Source: an optimization exercise on an open RTL-to-GDS flow (aim: small area). Production flows keep margins and buffers that such runs may drop.
No functional check of the RTL was part of any run shown here.

==> design.v <==
module FIR_low_pass_filter(
	input clk,
	input rst,
	input [7:0]FIR_IN,
	output reg [16:0]FIR_OUT
);
reg [7:0] d0;
reg [7:0] d1;
reg [7:0] d2;
reg [7:0] d3;
reg [7:0] d4;
reg [7:0] d5;
reg [7:0] d6;
reg [7:0] d7;
reg [7:0] d8;
reg [8:0] r;
wire [8:0] r_next;
always @(posedge clk or negedge rst)
	if (!rst) begin
		d0 <= 8'b0;
		d1 <= 8'b0;
		d2 <= 8'b0;
		d3 <= 8'b0;
		d4 <= 8'b0;
		d5 <= 8'b0;
		d6 <= 8'b0;
		d7 <= 8'b0;
		d8 <= 8'b0;
		r <= 9'b0;
	end else begin
		d0 <= FIR_IN;
		d1 <= d0;
		d2 <= d1;
		d3 <= d2;
		d4 <= d3;
		d5 <= d4;
		d6 <= d5;
		d7 <= d6;
		d8 <= d7;
		r <= r_next;
	end
wire w1;
wire w2;
wire w4;
wire w5;
wire w7;
wire w8;
wire w10;
wire w11;
wire w13;
wire w14;
wire w16;
wire w17;
wire w19;
wire w20;
wire w22;
wire w23;
wire w25;
wire w26;
wire w28;
wire w29;
wire w31;
wire w32;
wire w34;
wire w35;
wire w37;
wire w38;
wire w40;
wire w41;
wire w43;
wire w44;
wire w46;
wire w48;
wire w50;
wire w52;
wire w54;
wire w56;
wire w58;
wire w59;
wire w61;
wire w62;
wire w64;
wire w65;
wire w67;
wire w68;
wire w70;
wire w71;
wire w73;
wire w75;
wire w77;
wire w79;
wire w81;
wire w83;
wire w85;
wire w86;
wire w88;
wire w90;
wire w92;
wire w94;
wire w96;
wire w98;
wire w100;
wire w101;
wire w103;
wire w104;
wire w106;
wire w108;
wire w110;
wire w112;
wire w114;
wire w116;
wire w118;
wire w119;
wire w121;
wire w123;
wire w125;
wire w127;
wire w129;
wire w131;
wire w133;
wire w134;
wire w136;
wire w138;
wire w140;
wire w142;
wire w144;
wire w146;
wire w148;
wire w149;
wire w151;
wire w153;
wire w155;
wire w157;
wire w158;
wire w160;
wire w161;
wire w163;
wire w164;
wire w166;
wire w167;
wire w169;
wire w170;
wire w172;
wire w174;
wire w176;
wire w178;
wire w180;
wire w182;
wire w184;
wire w185;
wire w187;
wire w189;
wire w191;
wire w193;
wire w195;
wire w197;
wire w199;
wire w200;
wire w202;
wire w204;
wire w206;
wire w208;
wire w209;
wire w211;
wire w212;
wire w214;
wire w215;
wire w217;
wire w218;
wire w220;
wire w221;
wire w223;
wire w224;
wire w226;
wire w228;
wire w230;
wire w232;
wire w234;
wire w236;
wire w238;
wire w239;
wire w241;
wire w243;
wire w245;
wire w247;
wire w249;
wire w251;
wire w252;
wire w254;
wire w255;
wire w257;
wire w258;
wire w260;
wire w261;
wire w263;
wire w264;
wire w266;
wire w268;
wire w270;
wire w272;
wire w274;
wire w276;
wire w278;
wire w279;
wire w281;
wire w283;
wire w285;
wire w287;
wire w289;
wire w291;
wire w293;
wire w294;
wire w296;
wire w298;
wire w300;
wire w302;
wire w304;
wire w306;
wire w307;
wire w309;
wire w310;
wire w312;
wire w313;
wire w315;
wire w316;
wire w318;
wire w319;
wire w321;
wire w323;
wire w325;
wire w327;
wire w329;
wire w331;
wire w333;
wire w334;
wire w336;
wire w338;
wire w340;
wire w342;
wire w344;
wire w346;
wire w348;
wire w349;
wire w351;
wire w353;
wire w355;
wire w357;
wire w359;
wire w361;
wire w362;
wire w364;
wire w365;
wire w367;
wire w368;
wire w370;
wire w371;
wire w373;
wire w374;
wire w376;
wire w377;
wire w379;
wire w380;
wire w382;
wire w383;
wire w385;
wire w386;
wire w388;
wire w389;
wire w391;
wire w392;
wire w394;
wire w395;
wire w397;
wire w398;
wire w400;
wire w401;
wire w403;
wire w404;
wire w406;
wire w407;
wire w409;
wire w410;
wire w412;
wire w413;
wire w415;
wire w416;
wire w418;
wire w419;
wire w421;
wire w422;
wire w424;
wire w425;
wire w427;
wire w428;
wire w430;
wire w431;
wire w433;
wire w434;
wire w436;
wire w437;
wire w439;
wire w440;
wire w442;
wire w443;
wire w445;
wire w446;
wire w448;
wire w449;
wire w451;
wire w452;
wire w454;
wire w455;
wire w457;
wire w458;
wire w460;
wire w461;
wire w463;
wire w464;
wire w466;
wire w467;
wire w469;
wire w470;
wire w472;
wire w473;
wire w475;
wire w476;
wire w478;
wire w479;
wire w481;
wire w482;
wire w484;
wire w485;
wire w487;
wire w488;
wire w490;
wire w491;
wire w493;
wire w494;
wire w496;
wire w497;
wire w499;
wire w500;
wire w502;
wire w503;
wire w505;
wire w506;
wire w508;
wire w509;
wire w511;
wire w512;
wire w514;
wire w515;
wire w517;
wire w518;
wire w520;
wire w522;
wire w524;
wire w526;
wire w528;
wire w530;
wire w532;
wire w534;
wire w536;
wire w537;
wire w539;
wire w541;
wire w543;
wire w545;
wire w547;
wire w549;
wire w551;
wire w552;
wire w554;
wire w556;
wire w558;
wire w560;
wire w562;
wire w564;
wire w566;
wire w568;
wire w570;
wire w572;
wire w574;
wire w576;
wire w578;
fir_ha u3 (.a(d0[0]), .b(d8[0]), .y(w1), .z(w2));
fir_fa u6 (.a(d0[1]), .b(d8[1]), .c(w2), .y(w4), .z(w5));
fir_fa u9 (.a(d0[2]), .b(d8[2]), .c(w5), .y(w7), .z(w8));
fir_fa u12 (.a(d0[3]), .b(d8[3]), .c(w8), .y(w10), .z(w11));
fir_fa u15 (.a(d0[4]), .b(d8[4]), .c(w11), .y(w13), .z(w14));
fir_fa u18 (.a(d0[5]), .b(d8[5]), .c(w14), .y(w16), .z(w17));
fir_fa u21 (.a(d0[6]), .b(d8[6]), .c(w17), .y(w19), .z(w20));
fir_fa u24 (.a(d0[7]), .b(d8[7]), .c(w20), .y(w22), .z(w23));
fir_ha u27 (.a(d2[0]), .b(d8[0]), .y(w25), .z(w26));
fir_fa u30 (.a(d2[1]), .b(d8[1]), .c(w26), .y(w28), .z(w29));
fir_fa u33 (.a(d2[2]), .b(d8[2]), .c(w29), .y(w31), .z(w32));
fir_fa u36 (.a(d2[3]), .b(d8[3]), .c(w32), .y(w34), .z(w35));
fir_fa u39 (.a(d2[4]), .b(d8[4]), .c(w35), .y(w37), .z(w38));
fir_fa u42 (.a(d2[5]), .b(d8[5]), .c(w38), .y(w40), .z(w41));
fir_ha u45 (.a(d2[6]), .b(d8[6]), .y(w43), .z(w44));
fir_xr u47 (.a(w43), .b(w41), .y(w46));
fir_aoi u49 (.a(w43), .b(w41), .c(w44), .y(w48));
fir_xn u51 (.a(d2[7]), .b(d8[7]), .y(w50));
fir_xr u53 (.a(w50), .b(w48), .y(w52));
fir_nd u55 (.a(d2[7]), .b(d8[7]), .y(w54));
fir_oai u57 (.a(w50), .b(w48), .c(w54), .y(w56));
fir_ha u60 (.a(d3[0]), .b(d7[0]), .y(w58), .z(w59));
fir_fa u63 (.a(d3[1]), .b(d7[1]), .c(w59), .y(w61), .z(w62));
fir_fa u66 (.a(d3[2]), .b(d7[2]), .c(w62), .y(w64), .z(w65));
fir_fa u69 (.a(d3[3]), .b(d7[3]), .c(w65), .y(w67), .z(w68));
fir_ha u72 (.a(d3[4]), .b(d7[4]), .y(w70), .z(w71));
fir_xr u74 (.a(w70), .b(w68), .y(w73));
fir_aoi u76 (.a(w70), .b(w68), .c(w71), .y(w75));
fir_xn u78 (.a(d3[5]), .b(d7[5]), .y(w77));
fir_xr u80 (.a(w77), .b(w75), .y(w79));
fir_nd u82 (.a(d3[5]), .b(d7[5]), .y(w81));
fir_oai u84 (.a(w77), .b(w75), .c(w81), .y(w83));
fir_ha u87 (.a(d3[6]), .b(d7[6]), .y(w85), .z(w86));
fir_xr u89 (.a(w85), .b(w83), .y(w88));
fir_aoi u91 (.a(w85), .b(w83), .c(w86), .y(w90));
fir_xn u93 (.a(d3[7]), .b(d7[7]), .y(w92));
fir_xr u95 (.a(w92), .b(w90), .y(w94));
fir_nd u97 (.a(d3[7]), .b(d7[7]), .y(w96));
fir_oai u99 (.a(w92), .b(w90), .c(w96), .y(w98));
fir_ha u102 (.a(d4[0]), .b(d6[0]), .y(w100), .z(w101));
fir_ha u105 (.a(d4[1]), .b(d6[1]), .y(w103), .z(w104));
fir_xr u107 (.a(w103), .b(w101), .y(w106));
fir_aoi u109 (.a(w103), .b(w101), .c(w104), .y(w108));
fir_xn u111 (.a(d4[2]), .b(d6[2]), .y(w110));
fir_xr u113 (.a(w110), .b(w108), .y(w112));
fir_nd u115 (.a(d4[2]), .b(d6[2]), .y(w114));
fir_oai u117 (.a(w110), .b(w108), .c(w114), .y(w116));
fir_ha u120 (.a(d4[3]), .b(d6[3]), .y(w118), .z(w119));
fir_xr u122 (.a(w118), .b(w116), .y(w121));
fir_aoi u124 (.a(w118), .b(w116), .c(w119), .y(w123));
fir_xn u126 (.a(d4[4]), .b(d6[4]), .y(w125));
fir_xr u128 (.a(w125), .b(w123), .y(w127));
fir_nd u130 (.a(d4[4]), .b(d6[4]), .y(w129));
fir_oai u132 (.a(w125), .b(w123), .c(w129), .y(w131));
fir_ha u135 (.a(d4[5]), .b(d6[5]), .y(w133), .z(w134));
fir_xr u137 (.a(w133), .b(w131), .y(w136));
fir_aoi u139 (.a(w133), .b(w131), .c(w134), .y(w138));
fir_xn u141 (.a(d4[6]), .b(d6[6]), .y(w140));
fir_xr u143 (.a(w140), .b(w138), .y(w142));
fir_nd u145 (.a(d4[6]), .b(d6[6]), .y(w144));
fir_oai u147 (.a(w140), .b(w138), .c(w144), .y(w146));
fir_ha u150 (.a(d4[7]), .b(d6[7]), .y(w148), .z(w149));
fir_xr u152 (.a(w148), .b(w146), .y(w151));
fir_aoi u154 (.a(w148), .b(w146), .c(w149), .y(w153));
fir_iv u156 (.a(w153), .y(w155));
fir_ha u159 (.a(r[0]), .b(w100), .y(w157), .z(w158));
fir_fa u162 (.a(r[1]), .b(w106), .c(w158), .y(w160), .z(w161));
fir_fa u165 (.a(r[2]), .b(w112), .c(w161), .y(w163), .z(w164));
fir_fa u168 (.a(r[3]), .b(w121), .c(w164), .y(w166), .z(w167));
fir_ha u171 (.a(r[4]), .b(w127), .y(w169), .z(w170));
fir_xr u173 (.a(w169), .b(w167), .y(w172));
fir_aoi u175 (.a(w169), .b(w167), .c(w170), .y(w174));
fir_xn u177 (.a(r[5]), .b(w136), .y(w176));
fir_xr u179 (.a(w176), .b(w174), .y(w178));
fir_nd u181 (.a(r[5]), .b(w136), .y(w180));
fir_oai u183 (.a(w176), .b(w174), .c(w180), .y(w182));
fir_ha u186 (.a(r[6]), .b(w142), .y(w184), .z(w185));
fir_xr u188 (.a(w184), .b(w182), .y(w187));
fir_aoi u190 (.a(w184), .b(w182), .c(w185), .y(w189));
fir_xn u192 (.a(r[7]), .b(w151), .y(w191));
fir_xr u194 (.a(w191), .b(w189), .y(w193));
fir_nd u196 (.a(r[7]), .b(w151), .y(w195));
fir_oai u198 (.a(w191), .b(w189), .c(w195), .y(w197));
fir_ha u201 (.a(r[8]), .b(w155), .y(w199), .z(w200));
fir_xr u203 (.a(w199), .b(w197), .y(w202));
fir_aoi u205 (.a(w199), .b(w197), .c(w200), .y(w204));
fir_iv u207 (.a(w204), .y(w206));
fir_ha u210 (.a(d5[0]), .b(w58), .y(w208), .z(w209));
fir_fa u213 (.a(d5[1]), .b(w209), .c(w61), .y(w211), .z(w212));
fir_fa u216 (.a(d5[2]), .b(w64), .c(w212), .y(w214), .z(w215));
fir_fa u219 (.a(d5[3]), .b(w67), .c(w215), .y(w217), .z(w218));
fir_fa u222 (.a(d5[4]), .b(w73), .c(w218), .y(w220), .z(w221));
fir_ha u225 (.a(d5[5]), .b(w79), .y(w223), .z(w224));
fir_xr u227 (.a(w223), .b(w221), .y(w226));
fir_aoi u229 (.a(w223), .b(w221), .c(w224), .y(w228));
fir_xn u231 (.a(w88), .b(d5[6]), .y(w230));
fir_xr u233 (.a(w230), .b(w228), .y(w232));
fir_nd u235 (.a(w88), .b(d5[6]), .y(w234));
fir_oai u237 (.a(w230), .b(w228), .c(w234), .y(w236));
fir_ha u240 (.a(d5[7]), .b(w94), .y(w238), .z(w239));
fir_xr u242 (.a(w238), .b(w236), .y(w241));
fir_aoi u244 (.a(w238), .b(w236), .c(w239), .y(w243));
fir_xn u246 (.a(w98), .b(w243), .y(w245));
fir_nab u248 (.a(w243), .b(w98), .y(w247));
fir_iv u250 (.a(w247), .y(w249));
fir_ha u253 (.a(w25), .b(w157), .y(w251), .z(w252));
fir_fa u256 (.a(w28), .b(w252), .c(w160), .y(w254), .z(w255));
fir_fa u259 (.a(w31), .b(w163), .c(w255), .y(w257), .z(w258));
fir_fa u262 (.a(w34), .b(w166), .c(w258), .y(w260), .z(w261));
fir_ha u265 (.a(w37), .b(w172), .y(w263), .z(w264));
fir_xr u267 (.a(w263), .b(w261), .y(w266));
fir_aoi u269 (.a(w263), .b(w261), .c(w264), .y(w268));
fir_xn u271 (.a(w178), .b(w40), .y(w270));
fir_xr u273 (.a(w270), .b(w268), .y(w272));
fir_nd u275 (.a(w178), .b(w40), .y(w274));
fir_oai u277 (.a(w270), .b(w268), .c(w274), .y(w276));
fir_ha u280 (.a(w187), .b(w46), .y(w278), .z(w279));
fir_xr u282 (.a(w278), .b(w276), .y(w281));
fir_aoi u284 (.a(w278), .b(w276), .c(w279), .y(w283));
fir_xn u286 (.a(w193), .b(w52), .y(w285));
fir_xr u288 (.a(w285), .b(w283), .y(w287));
fir_nd u290 (.a(w193), .b(w52), .y(w289));
fir_oai u292 (.a(w285), .b(w283), .c(w289), .y(w291));
fir_ha u295 (.a(w56), .b(w202), .y(w293), .z(w294));
fir_xr u297 (.a(w293), .b(w291), .y(w296));
fir_aoi u299 (.a(w293), .b(w291), .c(w294), .y(w298));
fir_xn u301 (.a(w206), .b(w298), .y(w300));
fir_nab u303 (.a(w298), .b(w206), .y(w302));
fir_iv u305 (.a(w302), .y(w304));
fir_ha u308 (.a(w208), .b(w211), .y(w306), .z(w307));
fir_fa u311 (.a(w211), .b(w307), .c(w214), .y(w309), .z(w310));
fir_fa u314 (.a(w214), .b(w217), .c(w310), .y(w312), .z(w313));
fir_fa u317 (.a(w217), .b(w220), .c(w313), .y(w315), .z(w316));
fir_ha u320 (.a(w220), .b(w226), .y(w318), .z(w319));
fir_xr u322 (.a(w318), .b(w316), .y(w321));
fir_aoi u324 (.a(w318), .b(w316), .c(w319), .y(w323));
fir_xn u326 (.a(w232), .b(w226), .y(w325));
fir_xr u328 (.a(w325), .b(w323), .y(w327));
fir_nd u330 (.a(w232), .b(w226), .y(w329));
fir_oai u332 (.a(w325), .b(w323), .c(w329), .y(w331));
fir_ha u335 (.a(w232), .b(w241), .y(w333), .z(w334));
fir_xr u337 (.a(w333), .b(w331), .y(w336));
fir_aoi u339 (.a(w333), .b(w331), .c(w334), .y(w338));
fir_xn u341 (.a(w245), .b(w241), .y(w340));
fir_xr u343 (.a(w340), .b(w338), .y(w342));
fir_nd u345 (.a(w245), .b(w241), .y(w344));
fir_oai u347 (.a(w340), .b(w338), .c(w344), .y(w346));
fir_ha u350 (.a(w245), .b(w249), .y(w348), .z(w349));
fir_xr u352 (.a(w348), .b(w346), .y(w351));
fir_aoi u354 (.a(w348), .b(w346), .c(w349), .y(w353));
fir_xn u356 (.a(w249), .b(w353), .y(w355));
fir_nab u358 (.a(w353), .b(w249), .y(w357));
fir_iv u360 (.a(w357), .y(w359));
fir_ha u363 (.a(w208), .b(w251), .y(w361), .z(w362));
fir_fa u366 (.a(w157), .b(w362), .c(w306), .y(w364), .z(w365));
fir_ha u369 (.a(w254), .b(w364), .y(w367), .z(w368));
fir_fa u372 (.a(w251), .b(w160), .c(w365), .y(w370), .z(w371));
fir_fa u375 (.a(w257), .b(w309), .c(w368), .y(w373), .z(w374));
fir_ha u378 (.a(w370), .b(w373), .y(w376), .z(w377));
fir_fa u381 (.a(w163), .b(w254), .c(w371), .y(w379), .z(w380));
fir_fa u384 (.a(w260), .b(w312), .c(w374), .y(w382), .z(w383));
fir_fa u387 (.a(w379), .b(w377), .c(w382), .y(w385), .z(w386));
fir_fa u390 (.a(w208), .b(w166), .c(w257), .y(w388), .z(w389));
fir_fa u393 (.a(w388), .b(w266), .c(w380), .y(w391), .z(w392));
fir_fa u396 (.a(w315), .b(w383), .c(w391), .y(w394), .z(w395));
fir_ha u399 (.a(w386), .b(w394), .y(w397), .z(w398));
fir_fa u402 (.a(w306), .b(w172), .c(w260), .y(w400), .z(w401));
fir_fa u405 (.a(w389), .b(w272), .c(w400), .y(w403), .z(w404));
fir_fa u408 (.a(w392), .b(w321), .c(w403), .y(w406), .z(w407));
fir_fa u411 (.a(w395), .b(w406), .c(w398), .y(w409), .z(w410));
fir_fa u414 (.a(w309), .b(w178), .c(w266), .y(w412), .z(w413));
fir_fa u417 (.a(w401), .b(w412), .c(w281), .y(w415), .z(w416));
fir_fa u420 (.a(w404), .b(w327), .c(w415), .y(w418), .z(w419));
fir_fa u423 (.a(w407), .b(w418), .c(w410), .y(w421), .z(w422));
fir_fa u426 (.a(d5[0]), .b(w100), .c(w187), .y(w424), .z(w425));
fir_fa u429 (.a(w312), .b(w272), .c(w424), .y(w427), .z(w428));
fir_fa u432 (.a(w413), .b(w287), .c(w427), .y(w430), .z(w431));
fir_fa u435 (.a(w416), .b(w336), .c(w430), .y(w433), .z(w434));
fir_fa u438 (.a(d5[1]), .b(w106), .c(w193), .y(w436), .z(w437));
fir_fa u441 (.a(w425), .b(w315), .c(w281), .y(w439), .z(w440));
fir_fa u444 (.a(w436), .b(w428), .c(w296), .y(w442), .z(w443));
fir_fa u447 (.a(w439), .b(w342), .c(w431), .y(w445), .z(w446));
fir_fa u450 (.a(w442), .b(w434), .c(w445), .y(w448), .z(w449));
fir_fa u453 (.a(d5[2]), .b(w112), .c(w202), .y(w451), .z(w452));
fir_fa u456 (.a(w437), .b(w321), .c(w287), .y(w454), .z(w455));
fir_fa u459 (.a(w451), .b(w440), .c(w300), .y(w457), .z(w458));
fir_fa u462 (.a(w454), .b(w443), .c(w351), .y(w460), .z(w461));
fir_fa u465 (.a(w457), .b(w446), .c(w460), .y(w463), .z(w464));
fir_fa u468 (.a(d5[3]), .b(w121), .c(w206), .y(w466), .z(w467));
fir_fa u471 (.a(w452), .b(w327), .c(w466), .y(w469), .z(w470));
fir_fa u474 (.a(w296), .b(w455), .c(w304), .y(w472), .z(w473));
fir_fa u477 (.a(w469), .b(w458), .c(w355), .y(w475), .z(w476));
fir_fa u480 (.a(w472), .b(w461), .c(w475), .y(w478), .z(w479));
fir_fa u483 (.a(d5[4]), .b(w127), .c(w467), .y(w481), .z(w482));
fir_fa u486 (.a(w336), .b(w300), .c(w470), .y(w484), .z(w485));
fir_fa u489 (.a(w481), .b(w473), .c(w484), .y(w487), .z(w488));
fir_fa u492 (.a(w359), .b(w476), .c(w487), .y(w490), .z(w491));
fir_fa u495 (.a(d5[5]), .b(w136), .c(w342), .y(w493), .z(w494));
fir_fa u498 (.a(w482), .b(w304), .c(w493), .y(w496), .z(w497));
fir_fa u501 (.a(w485), .b(w496), .c(w488), .y(w499), .z(w500));
fir_fa u504 (.a(d5[6]), .b(w142), .c(w351), .y(w502), .z(w503));
fir_fa u507 (.a(w494), .b(w502), .c(w497), .y(w505), .z(w506));
fir_fa u510 (.a(d5[7]), .b(w151), .c(w355), .y(w508), .z(w509));
fir_fa u513 (.a(w503), .b(w508), .c(w506), .y(w511), .z(w512));
fir_fa u516 (.a(w155), .b(w359), .c(w509), .y(w514), .z(w515));
fir_ha u519 (.a(w419), .b(w433), .y(w517), .z(w518));
fir_xr u521 (.a(w517), .b(w422), .y(w520));
fir_aoi u523 (.a(w517), .b(w422), .c(w518), .y(w522));
fir_xn u525 (.a(w448), .b(w522), .y(w524));
fir_nab u527 (.a(w522), .b(w448), .y(w526));
fir_xn u529 (.a(w449), .b(w463), .y(w528));
fir_xr u531 (.a(w528), .b(w526), .y(w530));
fir_nd u533 (.a(w449), .b(w463), .y(w532));
fir_oai u535 (.a(w528), .b(w526), .c(w532), .y(w534));
fir_ha u538 (.a(w464), .b(w478), .y(w536), .z(w537));
fir_xr u540 (.a(w536), .b(w534), .y(w539));
fir_aoi u542 (.a(w536), .b(w534), .c(w537), .y(w541));
fir_xn u544 (.a(w479), .b(w490), .y(w543));
fir_xr u546 (.a(w543), .b(w541), .y(w545));
fir_nd u548 (.a(w479), .b(w490), .y(w547));
fir_oai u550 (.a(w543), .b(w541), .c(w547), .y(w549));
fir_ha u553 (.a(w491), .b(w499), .y(w551), .z(w552));
fir_xr u555 (.a(w551), .b(w549), .y(w554));
fir_aoi u557 (.a(w551), .b(w549), .c(w552), .y(w556));
fir_xn u559 (.a(w500), .b(w505), .y(w558));
fir_xr u561 (.a(w558), .b(w556), .y(w560));
fir_nd u563 (.a(w500), .b(w505), .y(w562));
fir_oai u565 (.a(w558), .b(w556), .c(w562), .y(w564));
fir_xr u567 (.a(w511), .b(w564), .y(w566));
fir_nd u569 (.a(w511), .b(w564), .y(w568));
fir_xn u571 (.a(w512), .b(w514), .y(w570));
fir_xr u573 (.a(w570), .b(w568), .y(w572));
fir_nd u575 (.a(w512), .b(w514), .y(w574));
fir_oai u577 (.a(w570), .b(w568), .c(w574), .y(w576));
fir_xr u579 (.a(w515), .b(w576), .y(w578));
assign r_next = {w23, w22, w19, w16, w13, w10, w7, w4, w1};
wire [16:0] y = {w578, w572, w566, w560, w554, w545, w539, w530, w524, w520, w421, w409, w397, w385, w376, w367, w361};
always @(posedge clk or negedge rst)
	if (!rst)
		FIR_OUT <= 17'b0;
	else
		FIR_OUT <= y;
endmodule
module fir_aoi(input a, input b, input c, output y);
	assign y = ~((a & b) | c);
endmodule
module fir_fa(input a, input b, input c, output y, output z);
	assign y = a ^ b ^ c;
	assign z = (a & b) | (a & c) | (b & c);
endmodule
module fir_ha(input a, input b, output y, output z);
	assign y = a ^ b;
	assign z = a & b;
endmodule
module fir_iv(input a, output y);
	assign y = ~a;
endmodule
module fir_nab(input a, input b, output y);
	assign y = ~(~a & b);
endmodule
module fir_nd(input a, input b, output y);
	assign y = ~(a & b);
endmodule
module fir_oai(input a, input b, input c, output y);
	assign y = ~((a | b) & c);
endmodule
module fir_xn(input a, input b, output y);
	assign y = ~(a ^ b);
endmodule
module fir_xr(input a, input b, output y);
	assign y = a ^ b;
endmodule
==> flow/run.sh <==
#!/bin/bash
# Own layout flow: the standard flow (standard.sh) with synthesis unchanged and
# two layout settings changed: the ports are buffered with sky130_fd_sc_hd__buf_1
# instead of the default buffer, and CTS inserts no dummy loads (clock buffers
# clkbuf_8 as in config.mk). Each step's full output goes to its own log file here.
set -euo pipefail
bash standard.sh synth > synth.log 2>&1
bash standard.sh \
  BUFFER_PORTS_ARGS="-buffer_cell sky130_fd_sc_hd__buf_1" \
  CTS_ARGS="-sink_clustering_enable -repair_clock_nets -dont_use_dummy_load -buf_list sky130_fd_sc_hd__clkbuf_8" \
  finish > layout.log 2>&1
==> standard.sh <==
#!/bin/bash
# synth_recipe.tcl (not shown) runs the flow's synth.tcl, then flattens the netlist and writes it again
# the make line also repeats each setting of config.mk as NAME=value (left out here)
make -C /OpenROAD-flow-scripts/flow DESIGN_CONFIG=/design/flow/config.mk WORK_HOME=/design/flow/orfs CLKGATE_MAP_FILE= SYNTH_SCRIPT=/design/flow/synth_recipe.tcl "${@:-finish}"
==> config.mk <==
export PLATFORM = sky130hd
export DESIGN_NAME = FIR_low_pass_filter
export DESIGN_NICKNAME = FIR_low_pass_filter
export VERILOG_FILES = /design/flow/design.v
export SDC_FILE = /design/flow/constraint.sdc
export NUM_CORES = 4
export LEC_CHECK = 0
export CAP_MARGIN = 20
export CORE_MARGIN = 2
export CORE_UTILIZATION = 40
export CTS_BUF_LIST = sky130_fd_sc_hd__clkbuf_8
export SLEW_MARGIN = 20
export SYNTH_HIERARCHICAL = 1
export SYNTH_MINIMUM_KEEP_SIZE = 0
==> constraint.sdc <==
create_clock -name core_clock -period 7.0 [get_ports {clk}]
set_input_delay 1.4000 -clock core_clock [delete_from_list [all_inputs] [get_ports {clk}]]
set_output_delay 1.4000 -clock core_clock [all_outputs]
set_load 0.01 [all_outputs]
==> flow_summary.ini, run 1 <==
[worst_setup_path]
r2r_setup_slack_ns = 0.34
cp.required_ns = 7.24
critPathCaptureType = flip-flop
path_max_fanout = 2
worstSetupPathType = flip-flop to flip-flop
r2r_start = d6[0]
reg2reg_to = FIR_OUT[16]
startpoint_type = flip-flop
critPathArrivalTime_ns = 6.90
r2r_cells = 21

[job]
maxCapViolations = 0

[global_routing]
track_usage_pct = 14.43
grt_max_degree = 51
first_global_vias = 2967
grt_pass1_wl_um = 15250
antenna_found_initial = 0
gr-total-overflow = 0

[finish]
nets = 497
antenna_cells = 0
drive_above_1_share_pct = 15.96
area_delta_synth_final_pct = 12.01

[hold_path]
holdPathStages = 0
worstHoldEndpoint = d2[4]
hold_path.startpoint = d1[4]
hp-class = flip-flop to flip-flop

[sta]
tightest_slew_ns = 0.6856
setup_viol = 0
setup_tns_ns = 0
fin_crit_sh_pct = 95.21
relSlewSlack_pct = 54.29
final-hold-violation-count = 0
slew_viol_final = 0
final.min_clock_period_ns = 6.665
finClkSkew_ns = 0.02158
max_freq_ghz = 0.1500

[floorplan]
die_x_um = 119.1
row_count = 42
dieArea_sq_um = 14190
start_util_pct = 40.51
io_pins = 27
coreArea_sq_um = 13090
dieHeight_um = 119.1

[synth]
syn_area_per_cell_sq_um = 15.92
netlist_area_sq_um = 5301
ys_ff_latch = 98
synthCells = 333
synth-seq-area-share_pct = 46.26
yosysWarnings = 7
synth_cell_type_count = 10
syn_nets = 452

[routing]
final_antenna_net_count = 0
drt_iter0_drc = 80
drc = 0
drt_pre_antenna_iters = 4
routed_wl_um = 8779
drt-wirelength-per-cell_um = 15.90
num_vias = 2528
via_per_inst = 4.580

[cts]
clkTransAtPathRegs_ns = 0.09
clockRootBuffer = clkbuf_8
clock_path_buffers = 2
hold_buffers = 0
cts_made_buffers = 9
cts_sinks = 98
insertion_delay_ns = 0.37
htreeDepth = 3
cts_tree = done

[place]
place.gp.congestion = 0.7743
hpwlAfterDp_um = 7262
io_buffers = 26

[status]
status = timing/DRC/antenna clean
## modules after synthesis (local to each module, per instance), excerpt
module	cells	flip-flops and latches	times used	cell area, sq um
FIR_low_pass_filter	98	98	1	2452
fir_fa	1	0	76	20.02
fir_ha	1	0	33	12.51
fir_aoi	1	0	21	8.758
fir_xr	1	0	40	8.758
fir_nab	1	0	4	6.256
fir_nd	1	0	18	3.754
## Yosys cell counts (all sizes together)
cell | n | share of area, %
a21oi | 21 | 3.5
nand2 | 18 | 1.3
ha | 33 | 7.8
o21ai | 17 | 1.6
dfrtp | 98 | 46
nand2b | 4 | 0.47
inv | 5 | 0.35
fa | 76 | 29
xnor2 | 21 | 3.5
xor2 | 40 | 6.6
## worst max-delay path, stage by stage (launching register included)
cell	delay, ns
dfrtp_1	0.42
ha_1	0.35
ha_1	0.21
fa_1	0.39
fa_1	0.54
fa_1	0.45
fa_1	0.56
fa_1	0.45
fa_1	0.51
fa_1	0.43
fa_1	0.42
fa_1	0.42
a21oi_2	0.17
nand2b_1	0.18
o21ai_2	0.10
a21oi_2	0.19
o21ai_2	0.10
a21oi_2	0.19
o21ai_2	0.09
nand2_1	0.09
o21ai_1	0.09
xor2_1	0.16
## logic make-up (layout without fill, tap and decap cells)
| family | after synthesis | count (layout) | share of synthesized area [%] |
|---|---|---|---|
| adders and majority gates | 109 | 109 | 36.49 |
| and+or+nand+nor | 22 | 22 | 1.746 |
| AOI/OAI and AO/OA | 38 | 38 | 5.074 |
| buffers and inverters | 5 | 48 | 0.3541 |
| xor gates and xnor gates | 61 | 61 | 10.08 |
| DFF | 98 | 98 | 46.26 |
## metal layers
| metal | vias to the layer above | global-route usage [%] | wire length [um] |
|---|---|---|---|
| met4 | 0 | 6.696 | 189 |
| li1 | 1156 | - | - |
| met3 | 12 | 2.921 | 241 |
| met5 | - | 0 | 0 |
| met1 | 1325 | 19.33 | 4117 |
| met2 | 35 | 22.77 | 4231 |
## cell type report
cell class                 instances  area, sq um
clock buffer                       9        123.9
fill                            1160         7147
inverter                           5        18.77
multi-input combinational        230         2962
sequential                        98         2452
tap                              176        220.2
timing repair buffer              34        161.4
## repair_timing
action / 4_1_cts / 5_1_grt
buffers inserted: 0 / 3
endpoints found under the setup margin: 0 / 3
gates resized for setup: 0 / 22
## stage by stage
stage	utilization [%]	instance area (sq um)	hold WS, ns	setup WS [ns]	instances
6_report	45.38	5938	0.3399	0.3353	552
5_1_grt	45.38	5938	0.3670	-0.004827	552
4_1_cts	44.21	5784	0.3511	0.04196	549
3_5_place_dp	43.26	5660	0.3355	0.1222	540
3_3_place_gp	43.26	5660	0.3334	0.1387	540
2_1_floorplan	-	5301	0.3312	0.5888	333
## sequential cells by signal (all words and copies together) (netlist names)
| signal | cells |
|---|---|
| d3 | 8 |
| d4 | 8 |
| d1 | 8 |
| d2 | 8 |
| d0 | 8 |
| d5 | 8 |
| d8 | 8 |
| d6 | 8 |
| FIR_OUT | 17 |
| r | 9 |
| d7 | 8 |
## how the worst max path moves through the flow
stage | from | to | depth (start not counted)
floorplan | d3[0] | FIR_OUT[16] | 21
global placement | d3[0] | FIR_OUT[16] | 21
detailed placement | d3[0] | FIR_OUT[16] | 21
CTS | d3[0] | FIR_OUT[16] | 21
global route | d3[0] | FIR_OUT[16] | 23
finish | d6[0] | FIR_OUT[16] | 21
## placed cells by master, fill, tap and decap left out
cell type / netlist / final
dfrtp_1: 98 / 98
xnor2_1: 21 / 20
nand2_1: 18 / 18
xor2_1: 40 / 28
xor2_2: 0 / 12
xnor2_2: 0 / 1
o21ai_2: 0 / 5
clkbuf_4: 0 / 1
fa_1: 76 / 73
ha_1: 33 / 33
a21oi_2: 21 / 20
clkbuf_8: 0 / 9
buf_1: 0 / 25
fa_2: 0 / 3
buf_4: 0 / 8
a21oi_4: 0 / 1
o21ai_1: 17 / 12
inv_1: 5 / 5
nand2b_1: 4 / 4
==> inputs of run 2 (changes only) <==
--- a/config.mk
+++ b/config.mk
@@ -9,6 +9,7 @@
 export CORE_MARGIN = 2
 export CORE_UTILIZATION = 40
 export CTS_BUF_LIST = sky130_fd_sc_hd__clkbuf_8
+export SETUP_SLACK_MARGIN = -0.35
 export SLEW_MARGIN = 20
 export SYNTH_HIERARCHICAL = 1
 export SYNTH_MINIMUM_KEEP_SIZE = 0
==> run 2 against run 1 <==
Effect of this change: still clean on timing, DRC and antenna; highest routed layer unchanged; critical path type unchanged; worst setup slack worse by 0.20 ns; core utilization down 0.95 points; via count down 0.59%; design area down 2.1%; die area unchanged; hold slack about the same.
==> flow_summary.ini, run 2 <==
[finish]
reg_top3 = FIR_OUT: 17 flops, r: 9 flops
antenna_cells = 0
mostFrequentLayoutCells = 98 x dfrtp_1, 76 x fa_1, 37 x xor2_1
area_delta_synth_final_pct = 9.677
stdcell_count = 549
drive_above_1_share_pct = 10.72
top_register = FIR_OUT
layout_commonest_cell = dfrtp_1
fin_util_pct = 44.43
largest_reg_flops = 17
nets = 494

[sta]
max_freq_ghz = 0.1458
final.min_clock_period_ns = 6.861
relSlewSlack_pct = 54.24
setup_viol = 0
slew_viol_final = 0
final-hold-violation-count = 0
finClkSkew_ns = 0.02166
tightest_slew_ns = 0.6863
fin_crit_sh_pct = 98.01
setup_tns_ns = 0

[place]
io_buffers = 26
post-place-cells = 540
place.gp.congestion = 0.7743
hpwlAfterDp_um = 7262

[synth]
ys_ff_latch = 98
syn_nets = 452
synth_top_area_share_pct = 46.26
yosys.area_share.simple_pct = 1.747
synth_edf_count = 0
synth_top_family_by_area = adder cells
synth_flop_cell = dfrtp_1
yosysWarnings = 7
synth_common_cells = 98 x dfrtp_1, 76 x fa_1, 40 x xor2_1, 33 x ha_1
post-synth-top-count-cell = dfrtp_1
synth-seq-area-share_pct = 46.26
yosysTopAreaCell = dfrtp_1
synthMuxAreaShare_pct = 0
synth_cell_type_count = 10
async_flop_share_pct = 100.0
synth.area.top_cells = dfrtp_1 46%, fa_1 29%, ha_1 7.8%
syn_area_per_cell_sq_um = 15.92
synth_compound_area_share_pct = 5.074
netlist_area_sq_um = 5301
synthXorXnorAreaFrac_pct = 10.08
synth_fa_ha_area_share_pct = 36.49
synthCells = 333

[floorplan]
coreArea_sq_um = 13090
start_util_pct = 40.51
dieArea_sq_um = 14190
dieHeight_um = 119.1
row_count = 42
io_pins = 27
die_x_um = 119.1

[routing]
drt-wirelength-per-cell_um = 15.94
drc = 0
via_per_inst = 4.577
drt_iter0_drc = 83
routed_wl_um = 8749
drt_pre_antenna_iters = 4
num_vias = 2513
final_antenna_net_count = 0

[cts]
postCtsSetupBuffers = 0
insertion_delay_ns = 0.37
clockRootBuffer = clkbuf_8
hold_buffers = 0
cts_tree = done
htreeDepth = 3
cts_resized = 0
clock_path_buffers = 2
clkTransAtPathRegs_ns = 0.09
cts_made_buffers = 9
cts_sinks = 98

[worst_setup_path]
startpoint_type = flip-flop
r2r_cells = 24
critPathArrivalTime_ns = 7.14
worstSetupPathType = flip-flop to flip-flop
cp.required_ns = 7.28
path_max_fanout = 3
critPathCaptureType = flip-flop

[global_routing]
grt_pass1_wl_um = 15250
track_usage_pct = 14.43
grt_max_degree = 51
gr-total-overflow = 0
first_global_vias = 2967
antenna_found_initial = 0

[status]
status = timing/DRC/antenna clean

[job]
maxCapViolations = 0

[hold_path]
holdPathStages = 0
hp-class = flip-flop to flip-flop
## run 2: cell counts after synthesis
Identical to the previous run, type by type.
## run 2: metrics by stage
stage	hold WS, ns	area [sq um]	worst slack [ns]
2_1_floorplan	0.3312	5301	0.5888
3_3_place_gp	0.3334	5660	0.1387
6_report	0.3398	5814	0.1393
3_5_place_dp	0.3355	5660	0.1222
4_1_cts	0.3511	5784	0.04196
5_1_grt	0.3670	5814	-0.2837
## run 2: kinds of logic (layout without fill, tap and decap cells)
kind of cell | Yosys count | after routing
buffers and inverters | 5 | 45
DFF | 98 | 98
xor gates and xnor gates | 61 | 61
adders and majority gates | 109 | 109
and+or+nand+nor | 22 | 22
AOI/OAI and AO/OA | 38 | 38
## run 2: worst max-delay path, stage by stage, from the launching register on
cell	delay (ns)
dfrtp_1	0.39
ha_1	0.21
fa_1	0.39
fa_1	0.47
fa_1	0.42
fa_1	0.39
fa_1	0.46
xor2_2	0.23
ha_1	0.34
a21oi_2	0.10
o21ai_1	0.26
a21oi_2	0.11
o21ai_1	0.30
a21oi_2	0.13
xnor2_2	0.27
fa_1	0.47
fa_1	0.44
ha_1	0.33
a21oi_2	0.08
o21ai_1	0.24
a21oi_2	0.10
o21ai_1	0.20
nand2_1	0.11
o21ai_1	0.18
xor2_1	0.15
## run 2: final cells by class
| cell class | instances | area, sq um |
|---|---|---|
| fill | 1175 | 7271 |
| tap | 176 | 220.2 |
| multi-input combinational | 230 | 2860 |
| clock buffer | 9 | 123.9 |
| inverter | 5 | 18.77 |
| sequential | 98 | 2452 |
| timing repair buffer | 31 | 138.9 |
## run 2: Yosys stat by module (local to each module, per instance)
module	flip-flops and latches	cells inside	times used	cell area (sq um)
fir_xr	0	1	40	8.758
fir_oai	0	1	17	5.005
fir_nd	0	1	18	3.754
fir_xn	0	1	21	8.758
fir_iv	0	1	5	3.754
fir_fa	0	1	76	20.02
FIR_low_pass_filter	98	98	1	2452
fir_nab	0	1	4	6.256
fir_aoi	0	1	21	8.758
fir_ha	0	1	33	12.51
## run 2: worst paths after layout
| path | start | slack [ns] | endpoint |
|---|---|---|---|
| min in group asynchronous | rst | 1.09 | d7[2] |
| min | d1[4] | 0.34 | d2[4] |
| max in group asynchronous | rst | 4.83 | FIR_OUT[15] |
| min reg2reg | d1[4] | 0.34 | d2[4] |
| max | d3[0] | 0.14 | FIR_OUT[16] |
| max reg2reg | d3[0] | 0.14 | FIR_OUT[16] |
## run 2: metal layers
metal | share of wire (%) | GRT usage, % | up-vias
met4 | 2.2 | 6.696 | 0
met3 | 2.9 | 2.921 | 12
met2 | 48 | 22.77 | 39
met5 | 0 | 0 | -
li1 | - | - | 1160
met1 | 47 | 19.33 | 1302

==> what the ideal ports hide <==
The results above use ideal ports. As a check the final layouts listed here were re-extracted and re-timed, cells and wires unchanged. Step 1: set_driving_cell puts a clkbuf_16 on clk and a buf_2 on each other input, an assumption about the parent block. Step 2 times the ports against the registers' clock, not the clock port: input delays grow and output delays shrink by t, the midpoint of the rising clock arrivals with the driver on. Slacks: no drivers / after step 1 / after step 2; pairs: no drivers / after step 1.
run	shift t [ns]	setup slack, ns	worst setup path at the end
run 1	0.396	0.335 / 0.335 / 0.335	register to register
run 2	0.396	0.139 / 0.139 / 0.139	register to register
After both steps every run listed still meets setup and hold.
